Context: an optimization exercise on an open-source flow, tuned for small area, a short achievable clock period and few clock cycles per item. The choices shown serve that exercise and are no tape-out recipe.
Only simulation tests tie the RTL to the original design; equivalence was not proved.
Power figures rest on the tool's default switching activity, not on a simulated workload.

===== flow/flow/run.sh =====
#!/bin/bash
# Standard ORFS layout with timing repair aiming for extra setup slack and
# plain buffers on the ports (the clock period and constraints are unchanged).
set -euo pipefail
bash standard.sh SETUP_SLACK_MARGIN=8 'BUFFER_PORTS_ARGS=-buffer_cell sky130_fd_sc_hd__buf_2' finish > standard_flow.log 2>&1

===== flow/standard.sh =====
#!/bin/bash
# synth_recipe.tcl (not shown) runs the flow's synth.tcl, then flattens the netlist and writes it again
# the make line also repeats each setting of config.mk as NAME=value (left out here)
make -C /OpenROAD-flow-scripts/flow DESIGN_CONFIG=/design/flow/config.mk WORK_HOME=/design/flow/orfs CLKGATE_MAP_FILE= SYNTH_SCRIPT=/design/flow/synth_recipe.tcl "${@:-finish}"

===== flow/config.mk =====
export PLATFORM = sky130hd
export DESIGN_NAME = ebpc_decoder
export DESIGN_NICKNAME = ebpc_decoder
export VERILOG_FILES = /design/flow/design.v
export SDC_FILE = /design/flow/constraint.sdc
export NUM_CORES = 4
export LEC_CHECK = 0
export CAP_MARGIN = 20
export CORE_MARGIN = 2
export CORE_UTILIZATION = 40
export CTS_CLUSTER_SIZE = 30
export PLACE_DENSITY = 0.6
export SLEW_MARGIN = 20

===== flow/constraint.sdc =====
create_clock -name core_clock -period 12.0 [get_ports {clk_i}]
set_input_delay 2.4000 -clock core_clock [delete_from_list [all_inputs] [get_ports {clk_i}]]
set_output_delay 2.4000 -clock core_clock [all_outputs]
set_load 0.01 [all_outputs]

===== flow/design.v =====
package ebpc_pkg;
  localparam logic [5-1:0] ALL_ONES = 5'b00000;
  localparam logic [5-1:0] DBXZ_DBPNZ = 5'b00001;
  localparam logic [5-1:0] TWO_ONES_PREFIX = 5'b00010;
  localparam logic [5-1:0] SINGLE_ONE_PREFIX = 5'b00011;
  parameter int unsigned   LOG_MAX_WORDS = 24;
  parameter int unsigned   LOG_MAX_ZRLE_LEN = 4;
  parameter int unsigned   MAX_ZRLE_LEN = 2**LOG_MAX_ZRLE_LEN;
  parameter int unsigned   LOG_DATA_W = 3;  
  parameter int unsigned   DATA_W = 2**LOG_DATA_W;
  parameter int unsigned   BLOCK_SIZE = 8;
  parameter int unsigned   MAX_SYMB_LEN = BLOCK_SIZE > 3+$clog2(DATA_W) ? (BLOCK_SIZE > 5+$clog2(BLOCK_SIZE) ? BLOCK_SIZE : 5+$clog2(BLOCK_SIZE)): (3+$clog2(DATA_W)> 5+$clog2(BLOCK_SIZE)? 3+$clog2(DATA_W) : 5+$clog2(BLOCK_SIZE));
  typedef enum             {
                            TWO,
                            THREE_PLUS_LOGM,
                            FIVE,
                            FIVE_PLUS_LOGN,
                            N
                            } symb_len_t;
  typedef struct packed {
    logic [0:DATA_W] [BLOCK_SIZE-2:0] dbp;
    logic [DATA_W-1:0]                base;
  } dbp_block_t;
  typedef struct packed {
    logic [MAX_SYMB_LEN-1:0] symb;
    symb_len_t            len;
    logic                 zero;
  } encoding_t;
endpackage  
import ebpc_pkg::*;
module ebpc_decoder
  (
   input logic                     clk_i,
   input logic                     rst_ni,
   input logic [DATA_W-1:0]        bpc_i,
   input logic                     bpc_last_i,
   input logic                     bpc_vld_i,
   output logic                    bpc_rdy_o,
   input logic [DATA_W-1:0]        znz_i,
   input logic                     znz_last_i,
   input logic                     znz_vld_i,
   output logic                    znz_rdy_o,
   input logic [LOG_MAX_WORDS-1:0] num_words_i,
   input logic                     num_words_vld_i,
   output logic                    num_words_rdy_o,
   output logic [DATA_W-1:0]       data_o,
   output logic                    last_o,
   output logic                    vld_o,
   input logic                     rdy_i
   );
  logic [23:0] cnt_q;
  logic        act_q, fin_q, nxt_q;
  logic [7:0]  z0_q, z1_q, z2_q;
  logic        zv0_q, zv1_q, zv2_q;
  logic        zl0_q, zl1_q, zl2_q;
  logic [7:0]  zp_q;
  logic [3:0]  zc_q;
  logic        zrun_q;         
  logic        fv0_q, fv1_q, fn0_q, fn1_q, fe0_q, fe1_q;
  logic [7:0]  od0_q, od1_q;
  logic        ov0_q, ov1_q, ol0_q, ol1_q;
  logic [7:0]  b0_q, b1_q, b2_q;
  logic        bv0_q, bv1_q, bv2_q;
  logic        bl0_q, bl1_q, bl2_q;
  logic [7:0]  bp_q;
  logic        inbase_q;       
  logic [3:0]  k_q;            
  logic [6:0]  pl_q [8];       
  logic [7:0]  base_q;
  logic        dfull_q;        
  logic [7:0]  acc_q;
  logic [7:0]  row_q [7];
  logic [7:0]  om_q;           
  logic        ov_q;
  logic        adv, odone, ld_out;
  function automatic logic [7:0] window8(input logic [7:0] s0, input logic [7:0] s1,
                                         input logic [7:0] p);
    logic [15:0] c;
    c = {s0, s1};
    window8 = '0;
    for (int j = 0; j < 8; j++)
      for (int i = 0; i < 8; i++)
        window8[7-j] = window8[7-j] | (p[i] & c[15-i-j]);
  endfunction
  function automatic logic [29:0] slots_next(input logic [7:0] s0, input logic [7:0] s1,
                                             input logic [7:0] s2, input logic [2:0] v,
                                             input logic [2:0] l, input logic [1:0] n,
                                             input logic take, input logic [7:0] d,
                                             input logic dl);
    logic [7:0] t0, t1, t2;
    logic [2:0] tv, tl;    
    {t0, t1, t2, tv, tl} = {s0, s1, s2, v, l};
    if (n == 2'd1)
      {t0, t1, tv, tl} = {s1, s2, v[1:0], 1'b0, l[1:0], 1'b0};
    else if (n == 2'd2)
      {t0, tv, tl} = {s2, v[0], 2'b00, l[0], 2'b00};
    if (take) begin
      if (!tv[2]) begin
        t0 = d; tv[2] = 1'b1; tl[2] = dl;
      end else if (!tv[1]) begin
        t1 = d; tv[1] = 1'b1; tl[1] = dl;
      end else begin
        t2 = d; tv[0] = 1'b1; tl[0] = dl;
      end
    end
    slots_next = {t0, t1, t2, tv, tl};
  endfunction
  logic [7:0]  zwin;
  logic        zbit, zrun, zsym_ok, zadv;
  logic [3:0]  zcnt;
  assign zwin    = window8(z0_q, z1_q, zp_q);
  assign zbit    = zwin[7];
  assign zcnt    = zwin[6:3];
  assign zrun    = zrun_q;
  assign zsym_ok = zv0_q && (zv1_q || zl0_q);
  assign zadv    = act_q && !fv1_q && (zrun || zsym_ok);
  logic nwr_q;
  assign num_words_rdy_o = nwr_q;
  logic nw_take;
  assign nw_take = num_words_vld_i && nwr_q;
  always_ff @(posedge clk_i or negedge rst_ni) begin
    if (!rst_ni) begin
      act_q  <= 1'b0;
      fin_q  <= 1'b0;
      nxt_q  <= 1'b0;
      nwr_q  <= 1'b1;
    end else begin
      logic a, f, n;
      {a, f, n} = {act_q, fin_q, nxt_q};
      if (!act_q) begin
        if (nw_take) begin
          f = (num_words_i == '0);
          a = 1'b1;
        end
      end else if (!fin_q) begin
        if (zadv)
          f = (cnt_q == 24'd1);
      end else begin
        if (zadv) begin
          if (nxt_q) begin
            f = (cnt_q == '0);
            n = 1'b0;
          end else if (nw_take)
            f = (num_words_i == '0);
          else begin
            a = 1'b0;
            f = 1'b0;
          end
        end else if (nw_take)
          n = 1'b1;
      end
      {act_q, fin_q, nxt_q} <= {a, f, n};
      nwr_q <= !a || (f && !n);
    end
  end
  always_ff @(posedge clk_i) begin
    if (nw_take)
      cnt_q <= num_words_i;
    else if (zadv && !fin_q)
      cnt_q <= cnt_q - 24'd1;
  end
  logic [7:0]  zpn1, zpn0;
  logic [1:0]  zn1, zn0;
  always_comb begin
    zpn1 = zp_q;
    zpn0 = zp_q;
    zn1  = 2'd0;
    zn0  = 2'd0;
    if (zadv) begin
      if (zrun) begin
        zn1 = {1'b0, fin_q && !zp_q[0]};
      end else begin
        zpn1 = {zp_q[6:0], zp_q[7]};
        zpn0 = {zp_q[2:0], zp_q[7:3]};
        zn1  = {1'b0, zp_q[7] || (fin_q && !zp_q[7])};
        zn0  = {(|zp_q[7:3]) && fin_q && !zp_q[3],
                (|zp_q[7:3]) ^ (fin_q && !zp_q[3])};
      end
      if (fin_q) begin
        zpn1 = 8'd1;
        zpn0 = 8'd1;
      end
      if (zrun) begin
        zn0  = zn1;
      end
    end
  end
  logic zrdy_q;
  assign znz_rdy_o = zrdy_q;
  logic ztake;
  assign ztake = znz_vld_i && zrdy_q;
  logic [29:0] zs1, zs0, zs;
  assign zs1 = slots_next(z0_q, z1_q, z2_q, {zv0_q, zv1_q, zv2_q}, {zl0_q, zl1_q, zl2_q},
                          zn1, ztake, znz_i, znz_last_i);
  assign zs0 = slots_next(z0_q, z1_q, z2_q, {zv0_q, zv1_q, zv2_q}, {zl0_q, zl1_q, zl2_q},
                          zn0, ztake, znz_i, znz_last_i);
  assign zs  = zbit ? zs1 : zs0;
  always_ff @(posedge clk_i or negedge rst_ni) begin
    if (!rst_ni) begin
      {zv0_q, zv1_q, zv2_q} <= '0;
      {zl0_q, zl1_q, zl2_q} <= '0;
      zp_q <= 8'd1;
      zc_q <= '0;
      zrun_q <= 1'b0;
      zrdy_q <= 1'b1;
    end else begin
      {zv0_q, zv1_q, zv2_q} <= zs[5:3];
      zrdy_q <= !zs[3];
      {zl0_q, zl1_q, zl2_q} <= zs[2:0];
      zp_q <= zbit ? zpn1 : zpn0;
      if (zadv) begin
        if (fin_q) begin
          zc_q   <= '0;
          zrun_q <= 1'b0;
        end else if (zrun) begin
          zc_q   <= zc_q - 4'd1;
          zrun_q <= (zc_q != 4'd1);
        end else if (!zbit) begin
          zc_q   <= zcnt;
          zrun_q <= (zcnt != 4'd0);
        end
      end
    end
  end
  always_ff @(posedge clk_i)
    {z0_q, z1_q, z2_q} <= zs[29:6];
  logic emit, emit_nz, blk_end, opop;
  assign emit    = fv0_q && (!fn0_q || ov_q) && !ov1_q;
  assign emit_nz = emit && fn0_q;
  assign blk_end = emit && fe0_q;
  assign opop    = ov0_q && rdy_i;
  assign data_o = od0_q;
  assign last_o = ol0_q;
  assign vld_o  = ov0_q;
  always_ff @(posedge clk_i or negedge rst_ni) begin
    if (!rst_ni) begin
      {fv0_q, fv1_q} <= '0;
      {ov0_q, ov1_q} <= '0;
    end else begin
      logic v0, v1;
      {v0, v1} = {fv0_q, fv1_q};
      if (emit)
        {v0, v1} = {fv1_q, 1'b0};
      if (zadv) begin
        if (!v0) v0 = 1'b1;
        else     v1 = 1'b1;
      end
      {fv0_q, fv1_q} <= {v0, v1};
      {v0, v1} = {ov0_q, ov1_q};
      if (opop)
        {v0, v1} = {ov1_q, 1'b0};
      if (emit) begin
        if (!v0) v0 = 1'b1;
        else     v1 = 1'b1;
      end
      {ov0_q, ov1_q} <= {v0, v1};
    end
  end
  always_ff @(posedge clk_i) begin
    logic v0;
    v0 = fv0_q;
    if (emit) begin
      {fn0_q, fe0_q} <= {fn1_q, fe1_q};
      v0 = fv1_q;
    end
    if (zadv) begin
      if (!v0) {fn0_q, fe0_q} <= {!zrun && zbit, fin_q};
      else     {fn1_q, fe1_q} <= {!zrun && zbit, fin_q};
    end
    v0 = ov0_q;
    if (opop) begin
      {ol0_q, od0_q} <= {ol1_q, od1_q};
      v0 = ov1_q;
    end
    if (emit) begin
      if (!v0) {ol0_q, od0_q} <= {fe0_q, fn0_q ? acc_q : 8'd0};
      else     {ol1_q, od1_q} <= {fe0_q, fn0_q ? acc_q : 8'd0};
    end
  end
  logic [7:0]  win;
  assign win = window8(b0_q, b1_q, bp_q);
  logic c_raw, c_zero, c_run, c_ones, c_dbp, c_two, c_one;
  assign c_raw  = win[7];
  assign c_zero = win[7:6] == 2'b01;
  assign c_run  = win[7:5] == 3'b001;
  assign c_ones = win[7:3] == 5'b00000;
  assign c_dbp  = win[7:3] == 5'b00001;
  assign c_two  = win[7:3] == 5'b00010;
  assign c_one  = win[7:3] == 5'b00011;
  logic l2, l5, l6, l8;    
  assign l2 = c_zero;
  assign l5 = c_ones || c_dbp;
  assign l6 = c_run;
  assign l8 = c_raw || c_two || c_one;
  logic [6:0] sdbx;        
  always_comb begin
    sdbx = '0;
    if (c_raw)  sdbx = win[6:0];
    if (c_ones) sdbx = 7'h7f;
    if (c_two)  sdbx = 7'b1100000 >> win[2:0];
    if (c_one)  sdbx = 7'b1000000 >> win[2:0];
  end
  logic bfit;
  assign bfit = bv0_q && (bv1_q || bl0_q);
  logic       base_ok, bdrop;
  logic [7:0] bbase;
  assign bdrop   = !bp_q[0] && bl0_q;
  assign base_ok = bv1_q || (bv0_q && bp_q[0]);
  assign bbase   = bdrop ? b1_q : win;
  logic       go, d_base, d_sym, d_end;
  logic [6:0] newpl;
  logic [3:0] kn;          
  assign go     = !dfull_q || !ov_q;
  assign d_base = go && inbase_q && base_ok;
  assign d_sym  = go && !inbase_q && bfit;
  logic [6:0] prev;
  assign prev   = (k_q == 4'd0) ? 7'd0 : pl_q[7];
  assign newpl  = c_dbp ? 7'd0 : (sdbx ^ prev);
  assign kn     = k_q + (c_run ? {1'b0, win[4:2]} + 4'd2 : 4'd1);
  assign d_end  = d_sym && (k_q == 4'd8 || kn == 4'd9);
  logic       bwrap, blate;
  logic [7:0] bpn;
  logic [1:0] bnearly;
  assign bwrap = win[7] || (win[6] ? (|bp_q[7:6]) :
                            win[5] ? (|bp_q[7:2]) :
                            win[4] ? 1'b1 : (|bp_q[7:3]));
  assign blate = d_sym && bwrap;
  always_comb begin
    bpn = bp_q;
    if (d_sym) begin
      if (l2) bpn = {bp_q[5:0], bp_q[7:6]};
      if (l5) bpn = {bp_q[2:0], bp_q[7:3]};
      if (l6) bpn = {bp_q[1:0], bp_q[7:2]};
    end else if (d_base && bdrop)
      bpn = 8'd1;
    bnearly = d_base ? (bdrop ? 2'd2 : 2'd1) : 2'd0;
  end
  logic brdy_q;
  assign bpc_rdy_o = brdy_q;
  logic btake;
  assign btake = bpc_vld_i && brdy_q;
  logic [29:0] bs1, bse, bs;
  assign bs1 = slots_next(b0_q, b1_q, b2_q, {bv0_q, bv1_q, bv2_q}, {bl0_q, bl1_q, bl2_q},
                          2'd1, btake, bpc_i, bpc_last_i);
  assign bse = slots_next(b0_q, b1_q, b2_q, {bv0_q, bv1_q, bv2_q}, {bl0_q, bl1_q, bl2_q},
                          bnearly, btake, bpc_i, bpc_last_i);
  assign bs  = blate ? bs1 : bse;
  always_ff @(posedge clk_i or negedge rst_ni) begin
    if (!rst_ni) begin
      {bv0_q, bv1_q, bv2_q} <= '0;
      {bl0_q, bl1_q, bl2_q} <= '0;
      bp_q     <= 8'd1;
      brdy_q   <= 1'b1;
      inbase_q <= 1'b1;
      dfull_q  <= 1'b0;
    end else begin
      {bv0_q, bv1_q, bv2_q} <= bs[5:3];
      brdy_q <= !bs[3];
      {bl0_q, bl1_q, bl2_q} <= bs[2:0];
      bp_q <= bpn;
      if (d_base)
        inbase_q <= 1'b0;
      if (d_end) begin
        inbase_q <= 1'b1;
        dfull_q  <= 1'b1;
      end else if (ld_out)
        dfull_q  <= 1'b0;
    end
  end
  always_ff @(posedge clk_i) begin
    {b0_q, b1_q, b2_q} <= bs[29:6];
    if (d_base) begin
      base_q <= bbase;
      k_q    <= 4'd0;
    end
    if (d_sym) begin
      k_q  <= kn;
    end
    for (int i = 0; i < 8; i++)
      if (d_sym && k_q <= 4'(i))
        pl_q[i] <= newpl;
  end
  assign adv    = emit_nz;
  assign odone  = (adv && (om_q[7] || fe0_q)) || (blk_end && ov_q && !om_q[0]);
  assign ld_out = dfull_q && (!ov_q || odone);
  always_ff @(posedge clk_i or negedge rst_ni) begin
    if (!rst_ni)
      ov_q <= 1'b0;
    else if (ld_out)
      ov_q <= 1'b1;
    else if (odone)
      ov_q <= 1'b0;
  end
  logic [7:0] dsel;
  always_comb begin
    dsel = '0;
    for (int j = 0; j < 7; j++)
      dsel = dsel | ({8{om_q[j]}} & row_q[j]);
  end
  always_ff @(posedge clk_i) begin
    if (ld_out || odone)
      om_q <= 8'd1;
    else if (adv)
      om_q <= {om_q[6:0], 1'b0};
    if (ld_out) begin
      acc_q <= base_q;
      for (int j = 0; j < 7; j++)
        for (int b = 0; b < 8; b++)
          row_q[j][b] <= pl_q[b][6-j];
    end else if (adv)
      acc_q <= acc_q + dsel;
  end
endmodule  

==> impl_metrics.py, run 1 <==
metrics = {
    "place": {
        "globalplace.congestion": 0.816,
        "placed_cell_area_um2": 14200,
        "dp.cells": 1705,
        "post-place-ws_ns": 7.96,
        "port_buffers": 60,
        "detailed_place_hpwl_mm": 21.5,
    },
    "logic_synthesis": {
        "synth_cell_types": 80,
        "synth_most_common_cell": "edfxtp_1",
        "syn-num-nets": 1334,
        "async_reset_ff_share_pct": 16.4,
        "syn_area_um2": 13600,
        "ys_seq_elements": 280,
        "avgSynthCellArea_um2": 10.8,
        "synth_edf_count": 183,
        "ys_top_cells_by_count": "edfxtp_1 (183), nand2_1 (116), nor2_1 (110)",
        "synth_top_area_share_pct": 40.5,
        "ys_seq_area_share_pct": 56.5,
        "synth_ff_type": "edfxtp_1",
        "yosysWarnings": 3,
        "yosys.area.top_type": "edfxtp_1",
        "yosys-top-cells-area": "edfxtp_1 (40%), dfxtp_1 (7.5%), dfrtp_1 (7.4%), a22oi_1 (3.9%), mux2i_1 (3.2%)",
        "synth_cells": 1262,
    },
    "timing": {
        "relSlewSlack_pct": 28.7,
        "drv_slew": 0,
        "setup_violations": 0,
        "period_share_pct": 31.1,
        "fin_setup_tns_ns": 0,
        "worst_pin_slew_ns": 1.06,
        "whs_ns": 0.411,
        "rsz0062_at_grt": "false",
        "fin_skew_ns": 0.0121,
        "layout_setup_ws_ns": 8.27,
        "hold_viol_final": 0,
        "timing.fmax_mhz": 268,
        "fin_crit_ns": 3.73,
    },
    "floorplanning": {
        "fp.dieH_um": 188,
        "core_area_um2": 33400,
        "die-area_um2": 35400,
        "num_rows": 67,
        "pin_count": 61,
        "die_x_um": 188,
        "start_util_pct": 40.6,
    },
    "cts": {
        "clkLatencyLatePin_ns": 0.54,
        "clk_pin_slew_ns": 0.06,
        "clock_sinks": 280,
        "ctsResizeCount": 0,
        "cts_max_path_buffers": 3,
        "cts_tree": "done",
        "h-tree-depth": 1,
        "root_buffer": "clkbuf_16",
        "cts_buffers": 29,
    },
    "global_routing": {
        "first_global_vias": 9575,
        "grt_max_degree": 60,
        "overflow": 0,
        "grt_usage_pct": 17.8,
        "antenna_found_initial": 0,
        "grt_pass1_wl_mm": 51.3,
    },
    "critical_path": {
        "arrival_ns": 4.17,
        "crit_fanout": 14,
        "path_class": "register to register",
        "start_kind": "register",
        "critPathRequiredTime_ns": 12.44,
        "end_kind": "register",
    },
    "power_and_ir_drop": {
        "power.density_nw_per_um2": 217,
        "irDropWorstVdd_mv": 0.151,
        "power_mw": 3.29,
        "power.leakage_nw": 5.84,
    },
    "route": {
        "finalWirelength_mm": 32.1,
        "postRouteAntennaNets": 0,
        "vias": 10000,
        "vias_per_cell": 5.70,
        "drc_errors": 0,
        "first_pass_iters": 5,
        "drtIter0Drc": 1006,
        "wl_per_cell_um": 18.2,
    },
    "finish": {
        "design_area_um2": 15100,
        "fin_util_pct": 45.3,
        "area_delta_synth_final_pct": 11.5,
        "multi_input_area_um2": 5400,
        "drive_above_1_share_pct": 11.2,
        "fin_nets": 1364,
        "seq_area_um2": 7670,
        "diodes": 0,
        "n_fill_cell": 3096,
        "instances_no_fill": 1761,
        "reg_top3": "pl_q x56, row_q x56, cnt_q x24",
    },
    "job": {
        "drv_cap": 0,
    },
    "hold_path": {
        "hold_class": "register to register",
    },
    "run_status": {
        "outcome": "no timing/DRC/antenna violations",
    },
}
==> placed cells by master, fill, tap and decap left out, types with 29 or more instances in the layout <==
cell	synthesis	routed
o21ai_0	69	68
nor2_1	110	110
nand2_1	116	116
buf_2	6	60
mux2i_1	44	44
a22oi_1	71	71
dfxtp_1	51	51
edfxtp_1	183	183
nand3_1	35	35
dfrtp_1	40	40
clkbuf_16	0	29
inv_1	53	52
a21oi_1	78	78
==> worst paths after layout <==
check                                 from          end  slack, ns  depth (start not counted)
worst max-delay path               bp_q[2]      b1_q[5]       8.27                          7
worst min-delay path            pl_q[0][4]  row_q[2][0]       0.41                          0
worst max register to register     bp_q[2]      b1_q[5]       8.27                          7
worst min register to register  pl_q[0][4]  row_q[2][0]       0.41                          0
max in group asynchronous           rst_ni         ov_q       9.59                          2
min in group asynchronous           rst_ni        bv2_q       1.96                          2
==> worst max-delay path: stages (launching register included) <==
cell	delay, ns
dfrtp_1	0.56
a22oi_1	0.32
and4_1	0.44
mux2_2	0.38
o21ai_1	0.83
mux2i_1	0.78
nor2_1	0.09
a221oi_1	0.23
==> layer usage <==
layer  up-vias  share of wire (%)  global-route usage, %
met2       318                 45                   28.4
met5         -                  0                      0
met3        69                5.3                   2.44
met4         0                2.7                   5.51
li1       4808                  -                      -
met1      4842                 47                   25.2
==> area by class of cell <==
cell class                 count  share of cell area [%]
inverter                      54                    1.34
multi-input combinational    853                    35.7
tap                          448                    3.70
clock inverter                14                   0.645
clock buffer                  38                    5.28
sequential                   280                    50.7
timing repair buffer          74                    2.68
==> repair_timing <==
| item | 4_1_cts | 5_1_grt |
|---|---|---|
| setup endpoints to repair | 0 | 2 |
| setup buffers | 0 | 4 |
| hold buffers | 0 | 0 |
==> kinds of logic after synthesis <==
family | Yosys count | share of synthesized area, %
AOI/OAI and AO/OA | 369 | 18.4
xor gates and xnor gates | 37 | 2.39
adders and majority gates | 24 | 2.32
buffers and inverters | 129 | 3.74
DFF | 280 | 56.5
muxes | 48 | 3.58
and+or+nand+nor | 375 | 13.0
==> report_power, final <==
group	total (mW)	leakage [nW]	internal (mW)	switching, mW
clock	0.853	0.446	0.487	0.366
combinational	0.974	2.68	0.330	0.644
sequential	1.46	2.71	1.31	0.150
total	3.29	5.84	2.13	1.16
Testbench counts, summed over its fixed seeds: cycles 29,214, words 28,155.
==> run 2, diff against run 1 <==
--- a/flow/config.mk
+++ b/flow/config.mk
@@ -8,6 +8,5 @@
 export CAP_MARGIN = 20
 export CORE_MARGIN = 2
 export CORE_UTILIZATION = 40
-export CTS_CLUSTER_SIZE = 30
 export PLACE_DENSITY = 0.6
 export SLEW_MARGIN = 20
==> run 2 against run 1 <==
  * Sequential share of layout area unchanged
  * Clock power hardly changed
  * First-iteration DRC count unchanged
  * Critical path depth stayed put
  * Sequential power about the same
  * Cell count did not move
  * Non-clock buffer count did not move
  * Highest routed layer unchanged
  * Still clean on timing, DRC and antenna
  * Sequential cell count unchanged
  * Fmax unchanged
  * Wire length stayed put
  * Global-route usage stayed put
==> impl_metrics.py, run 2 <==
metrics = {
    "logic_synthesis": {
        "yosys.area.top_type": "edfxtp_1",
        "synth_top_area_share_pct": 40.5,
        "synth_ff_type": "edfxtp_1",
        "yosysWarnings": 3,
        "synth_most_common_cell": "edfxtp_1",
        "ys_seq_elements": 280,
        "syn-num-nets": 1334,
        "synth_cells": 1262,
        "ys_top_cells_by_count": "edfxtp_1 (183), nand2_1 (116), nor2_1 (110)",
        "avgSynthCellArea_um2": 10.8,
        "synth_cell_types": 80,
        "yosys-top-cells-area": "edfxtp_1 (40%), dfxtp_1 (7.5%), dfrtp_1 (7.4%), a22oi_1 (3.9%), mux2i_1 (3.2%)",
        "async_reset_ff_share_pct": 16.4,
        "synth_edf_count": 183,
        "ys_seq_area_share_pct": 56.5,
        "syn_area_um2": 13600,
    },
    "power_and_ir_drop": {
        "seq_power_share_pct": 44.4,
        "netSwitchingPower_mw": 1.16,
        "pwr-share-comb_pct": 29.6,
        "power_mw": 3.29,
        "irDropWorstVdd_mv": 0.151,
        "power.leakage_nw": 5.84,
        "clkPwrFrac_pct": 26.0,
        "power.density_nw_per_um2": 217,
        "p_int_mw": 2.13,
        "swShare_pct": 35.3,
    },
    "timing": {
        "timing.fmax_mhz": 268,
        "fin_skew_ns": 0.0121,
        "fin_crit_ns": 3.73,
        "drv_slew": 0,
        "setup_violations": 0,
        "layout_setup_ws_ns": 8.27,
        "rsz0062_at_grt": "false",
        "period_share_pct": 31.1,
        "hold_viol_final": 0,
        "relSlewSlack_pct": 28.7,
        "worst_pin_slew_ns": 1.06,
        "fin_setup_tns_ns": 0,
    },
    "route": {
        "wl_per_cell_um": 18.2,
        "finalWirelength_mm": 32.1,
        "drc_errors": 0,
        "drtIter0Drc": 1006,
        "first_pass_iters": 5,
        "vias_per_cell": 5.70,
        "vias": 10000,
        "postRouteAntennaNets": 0,
    },
    "critical_path": {
        "path_class": "register to register",
        "crit_fanout": 14,
        "start_kind": "register",
        "end_kind": "register",
        "critPathRequiredTime_ns": 12.44,
        "arrival_ns": 4.17,
    },
    "cts": {
        "clkLatencyLatePin_ns": 0.54,
        "cts_tree": "done",
        "cts-hold-fix-buffers": 0,
        "h-tree-depth": 1,
        "root_buffer": "clkbuf_16",
        "cts_buffers": 29,
        "cts_max_path_buffers": 3,
        "clk_pin_slew_ns": 0.06,
        "clock_sinks": 280,
    },
    "global_routing": {
        "overflow": 0,
        "antenna_found_initial": 0,
        "grt_max_degree": 60,
        "grt_usage_pct": 17.8,
        "grt_pass1_wl_mm": 51.3,
        "first_global_vias": 9575,
    },
    "finish": {
        "area_delta_synth_final_pct": 11.5,
        "final_common_cell": "edfxtp_1",
        "final_cell_mix": "edfxtp_1 (183), nand2_1 (116), nor2_1 (110)",
        "reg_top3": "pl_q x56, row_q x56, cnt_q x24",
        "diodes": 0,
        "drive_above_1_share_pct": 11.2,
        "fin_nets": 1364,
    },
    "floorplanning": {
        "num_rows": 67,
        "die-area_um2": 35400,
        "start_util_pct": 40.6,
        "pin_count": 61,
        "die_x_um": 188,
        "fp.dieH_um": 188,
        "core_area_um2": 33400,
    },
    "run_status": {
        "outcome": "no timing/DRC/antenna violations",
    },
    "place": {
        "globalplace.congestion": 0.816,
        "post-place-ws_ns": 7.96,
        "detailed_place_hpwl_mm": 21.5,
        "port_buffers": 60,
    },
    "hold_path": {
        "hold_class": "register to register",
    },
    "job": {
        "drv_cap": 0,
    },
}
==> run 2: cell counts after synthesis <==
Identical to the previous run, type by type.
==> run 2: power by group through the flow <==
stage                     Combinational (mW)  Sequential, mW  Clock [mW]
final                                  0.974            1.46       0.853
after detailed placement               0.958            1.47           0
after CTS                              0.961            1.45       0.871
after global placement                 0.938            1.47           0
after floorplan                        0.710            1.38           0
after global routing                    1.09            1.48       0.909
==> run 2: logic make-up (layout without fill, tap and decap cells) <==
kind of cell	count (synthesis)	in the layout	synth area share, %
compound gates	369	369	18.4
xor+xnor	37	37	2.39
flops	280	280	56.5
mux	48	48	3.58
fa+ha+maj	24	24	2.32
simple gates	375	375	13.0
buf+inv	129	180	3.74
==> run 2: stage by stage <==
stage	cell area (um2)	hold slack (ns)	utilization (%)	instances
6_report	15100	0.411	45.3	1761
5_1_grt	15100	0.421	45.3	1761
4_1_cts	15100	0.409	45.2	1757
3_5_place_dp	14200	0.405	42.5	1705
3_3_place_gp	14200	0.400	42.5	1705
2_1_floorplan	13600	0.400	-	1262
==> run 2: critical path, stage by stage, from the launching register on <==
cell	delay, ns
dfrtp_1	0.56
a22oi_1	0.32
and4_1	0.44
mux2_2	0.38
o21ai_1	0.83
mux2i_1	0.78
nor2_1	0.09
a221oi_1	0.23
==> run 2: what timing repair did <==
item                       in CTS  in global routing
setup endpoints to repair       0                  2
resized for setup               0                  0
setup buffers                   0                  4
==> run 2: layer usage <==
metal  GRT usage [%]  wire (um)
met3            2.44       1700
met5               0          0
met2            28.4      14600
met1            25.2      14900
met4            5.51        854
==> run 2: worst paths after layout <==
| kind | slack, ns | startpoint | cells after the start | to |
|---|---|---|---|---|
| max reg2reg | 8.27 | bp_q[2] | 7 | b1_q[5] |
| max in group asynchronous | 9.59 | rst_ni | 2 | ov_q |
| min reg2reg | 0.41 | pl_q[0][4] | 0 | row_q[2][0] |
| max | 8.27 | bp_q[2] | 7 | b1_q[5] |
| min in group asynchronous | 1.96 | rst_ni | 2 | bv2_q |
| min | 0.41 | pl_q[0][4] | 0 | row_q[2][0] |
==> run 2: layout make-up <==
class,count,area [um2]
Fill cell,3096,18300
Sequential cell,280,7670
Multi-Input combinational cell,853,5400
Clock buffer,38,800
Tap cell,448,561
Timing Repair Buffer,74,405
Inverter,54,203
Clock inverter,14,97.6
==> run 3, diff against run 2 <==
==> flow/flow/run.sh (replaced) <==
#!/bin/bash
# Standard ORFS layout with timing repair aiming for extra setup slack and
# plain buffers on the ports (the clock period and constraints are unchanged).
set -euo pipefail
bash standard.sh SETUP_SLACK_MARGIN=8.4 'BUFFER_PORTS_ARGS=-buffer_cell sky130_fd_sc_hd__buf_2' finish > standard_flow.log 2>&1
==> run 3 against run 2 <==
  * Critical endpoint is now znz_rdy_o
  * Setup slack improved by 0.13 ns
  * First-iteration DRC count shrank 7.9%
  * Register-to-register slack improved by 0.37 ns
  * Final area increased by 0.80%
  * Utilization up 0.36 points
  * Largest power group unchanged
  * Via count fell by 0.29%
  * Still clean on timing, DRC and antenna
  * Sequential power about the same
  * Critical path type is now register to output port
  * Synthesized cell count did not move
  * Non-clock buffer count up 2
==> impl_metrics.py, run 3 <==
metrics = {
    "cts": {
        "root_buffer": "clkbuf_16",
        "cts_tree": "done",
        "cts-hold-fix-buffers": 0,
        "h-tree-depth": 1,
        "clk_pin_slew_ns": 0.06,
        "clock_sinks": 280,
        "cts_max_path_buffers": 3,
        "clkLatencyLatePin_ns": 0.55,
        "cts_buffers": 31,
    },
    "timing": {
        "fin_setup_tns_ns": 0,
        "fin_skew_ns": 0.0123,
        "worst_pin_slew_ns": 0.979,
        "timing.fmax_mhz": 278,
        "relSlewSlack_pct": 34.3,
        "whs_ns": 0.417,
        "period_share_pct": 30.0,
        "hold_viol_final": 0,
        "fin_crit_ns": 3.60,
        "rsz0062_at_grt": "true",
        "setup_violations": 0,
        "drv_slew": 0,
    },
    "logic_synthesis": {
        "synth_ff_type": "edfxtp_1",
        "ys_seq_area_share_pct": 56.5,
        "syn-num-nets": 1334,
        "syn_area_um2": 13600,
        "synth_most_common_cell": "edfxtp_1",
        "yosys.area.top_type": "edfxtp_1",
        "yosysWarnings": 3,
        "yosys-top-cells-area": "edfxtp_1 (40%), dfxtp_1 (7.5%), dfrtp_1 (7.4%), a22oi_1 (3.9%), mux2i_1 (3.2%)",
        "synthMuxAreaShare_pct": 3.58,
        "synth_edf_count": 183,
        "async_reset_ff_share_pct": 16.4,
        "synthAdderAreaFrac_pct": 2.32,
        "synth_compound_area_share_pct": 18.4,
        "synth_cell_types": 80,
        "ys_top_cells_by_count": "edfxtp_1 (183), nand2_1 (116), nor2_1 (110)",
        "synthSimpleGateAreaFrac_pct": 13.0,
        "ys_seq_elements": 280,
        "synth_xor_area_share_pct": 2.39,
        "avgSynthCellArea_um2": 10.8,
        "synth_cells": 1262,
        "synth_top_family_by_area": "compound AO/OA/AOI/OAI gates",
        "synth_top_area_share_pct": 40.5,
    },
    "run_status": {
        "outcome": "no timing/DRC/antenna violations",
    },
    "critical_path": {
        "path_class": "register to output port",
        "reg2reg_slack_ns": 8.64,
        "cp_slowest_stage_delay_ns": 0.54,
        "crit_fanout": 2,
        "rr_endpoint": "pl_q[5][4]",
        "crit_slowest_cell": "dfstp_2",
        "critPathRequiredTime_ns": 9.60,
        "path_cells": "buf_6",
        "arrival_ns": 1.20,
        "r2r_start": "bp_q[6]",
        "start_kind": "register",
        "reg2reg_depth": 10,
        "path_delay_family": "flip-flops",
        "timing.critical_path.buf_inv": 1,
        "end_kind": "output port",
    },
    "floorplanning": {
        "pin_count": 61,
        "num_rows": 67,
        "start_util_pct": 40.6,
        "die-area_um2": 35400,
        "fp.dieH_um": 188,
        "die_x_um": 188,
        "core_area_um2": 33400,
    },
    "route": {
        "finalWirelength_mm": 31.8,
        "postRouteAntennaNets": 0,
        "first_pass_iters": 6,
        "vias": 10000,
        "wl_per_cell_um": 18.0,
        "drc_errors": 0,
        "vias_per_cell": 5.66,
        "drtIter0Drc": 927,
    },
    "power_and_ir_drop": {
        "power.leakage_nw": 5.87,
        "irDropWorstVdd_mv": 0.125,
        "power.density_nw_per_um2": 218,
    },
    "place": {
        "dp.cells": 1705,
        "port_buffers": 60,
        "detailed_place_hpwl_mm": 21.4,
        "globalplace.congestion": 0.865,
    },
    "hold_path": {
        "hold_class": "register to register",
        "min-delay-start": "pl_q[1][6]",
        "holdPathEnd": "row_q[0][1]",
        "worstHoldPathCells": 0,
    },
    "finish": {
        "final_common_cell": "edfxtp_1",
        "instances_no_fill": 1768,
        "final_cell_mix": "edfxtp_1 (183), nand2_1 (115), nor2_1 (108)",
        "area_delta_synth_final_pct": 12.4,
        "fin_nets": 1368,
        "diodes": 0,
        "drive_above_1_share_pct": 11.7,
        "reg_top3": "pl_q x56, row_q x56, cnt_q x24",
    },
    "global_routing": {
        "grt_max_degree": 47,
        "grt_usage_pct": 18.1,
        "grt_pass1_wl_mm": 52.6,
        "antenna_found_initial": 0,
        "first_global_vias": 9768,
        "overflow": 0,
    },
    "job": {
        "drv_cap": 0,
    },
}
-- run 3: cell count changes in the layout (fill, tap and decap cells not counted), sizes merged --
cell      delta
clkinv       -1
clkinvlp     +1
buf          +2
bufinv       +1
clkbuf       +4
-- run 3: routing by layer --
metal | wire (um) | share of wire, % | track usage (%)
met1 | 14900 | 47 | 25.9
met3 | 1820 | 5.7 | 2.74
met2 | 14400 | 45 | 28.6
met4 | 737 | 2.3 | 5.03
met5 | 0 | 0 | 0
-- run 3: area by class of cell --
| cell class | instances | area, um2 |
|---|---|---|
| flip-flops and latches | 280 | 7670 |
| clock buffers | 42 | 827 |
| fillers | 3079 | 18200 |
| multi-input cells | 853 | 5430 |
| clock inverters | 15 | 128 |
| inverters | 54 | 203 |
| repair buffers | 76 | 443 |
| well taps | 448 | 561 |
-- run 3: what timing repair did --
action                     CTS  global route
setup buffers                4             2
gates resized for setup      5             7
setup endpoints to repair   14            39
pin swaps                    1             1
-- run 3: power breakdown --
| part | internal, mW | switching [mW] | total [mW] |
|---|---|---|---|
| clock network | 0.523 | 0.368 | 0.891 |
| registers | 1.31 | 0.148 | 1.46 |
| logic | 0.334 | 0.642 | 0.976 |
-- run 3: worst max-delay path by stage --
stage,from,to,slack (ns),depth (start not counted)
floorplan,znz_vld_i,z1_q[0],8.24,7
global placement,znz_vld_i,z1_q[5],7.98,7
detailed placement,num_words_vld_i,nwr_q,7.92,9
CTS,nwr_q,num_words_rdy_o,8.37,1
global route,nwr_q,num_words_rdy_o,8.38,1
finish,zrdy_q,znz_rdy_o,8.40,1
-- run 3: cells by family after synthesis --
group | Yosys count
AO/OA/AOI/OAI | 369
flip-flops | 280
AND/OR/NAND/NOR | 375
XOR/XNOR | 37
adder cells (fa/ha/maj) | 24
multiplexers | 48
buffers and inverters | 129
-- run 3: stage by stage --
step	util (%)	setup WS, ns	instance area, um2	power (mW)
finish	45.6	8.40	15300	3.32
global route	45.6	8.38	15300	3.52
floorplan	-	8.24	13600	2.09
global placement	42.5	7.98	14200	2.41
detailed placement	42.5	7.92	14200	2.42
CTS	45.5	8.37	15200	3.34

[static timing again, ports no longer ideal]
The results above use ideal ports. As a check the final layouts listed here were re-extracted and re-timed, cells and wires unchanged. Step 1 assumes that a clkbuf_16 drives the clock port and a buf_2 every other input. Step 2 also shifts input and output timing later by t, the mid clock arrival at the registers, as if the neighbouring blocks saw the same clock. a / b / c = ideal ports / drivers / drivers and shift; a / b = the first two.
| run | t, ns | setup WS [ns] | pins driven straight from the clock port |
|---|---|---|---|
| run 1 | 0.586 | 8.272 / 8.272 / 7.943 | 1 |
| run 2 | 0.586 | 8.272 / 8.272 / 7.943 | 1 |
| run 3 | 0.595 | 8.405 / 8.356 / 7.996 | 1 |
After both steps setup and hold are still met in every run listed. For run 3, which loses most, drivers alone change the setup slack by -0.049 ns; drivers and shift together by -0.409 ns.
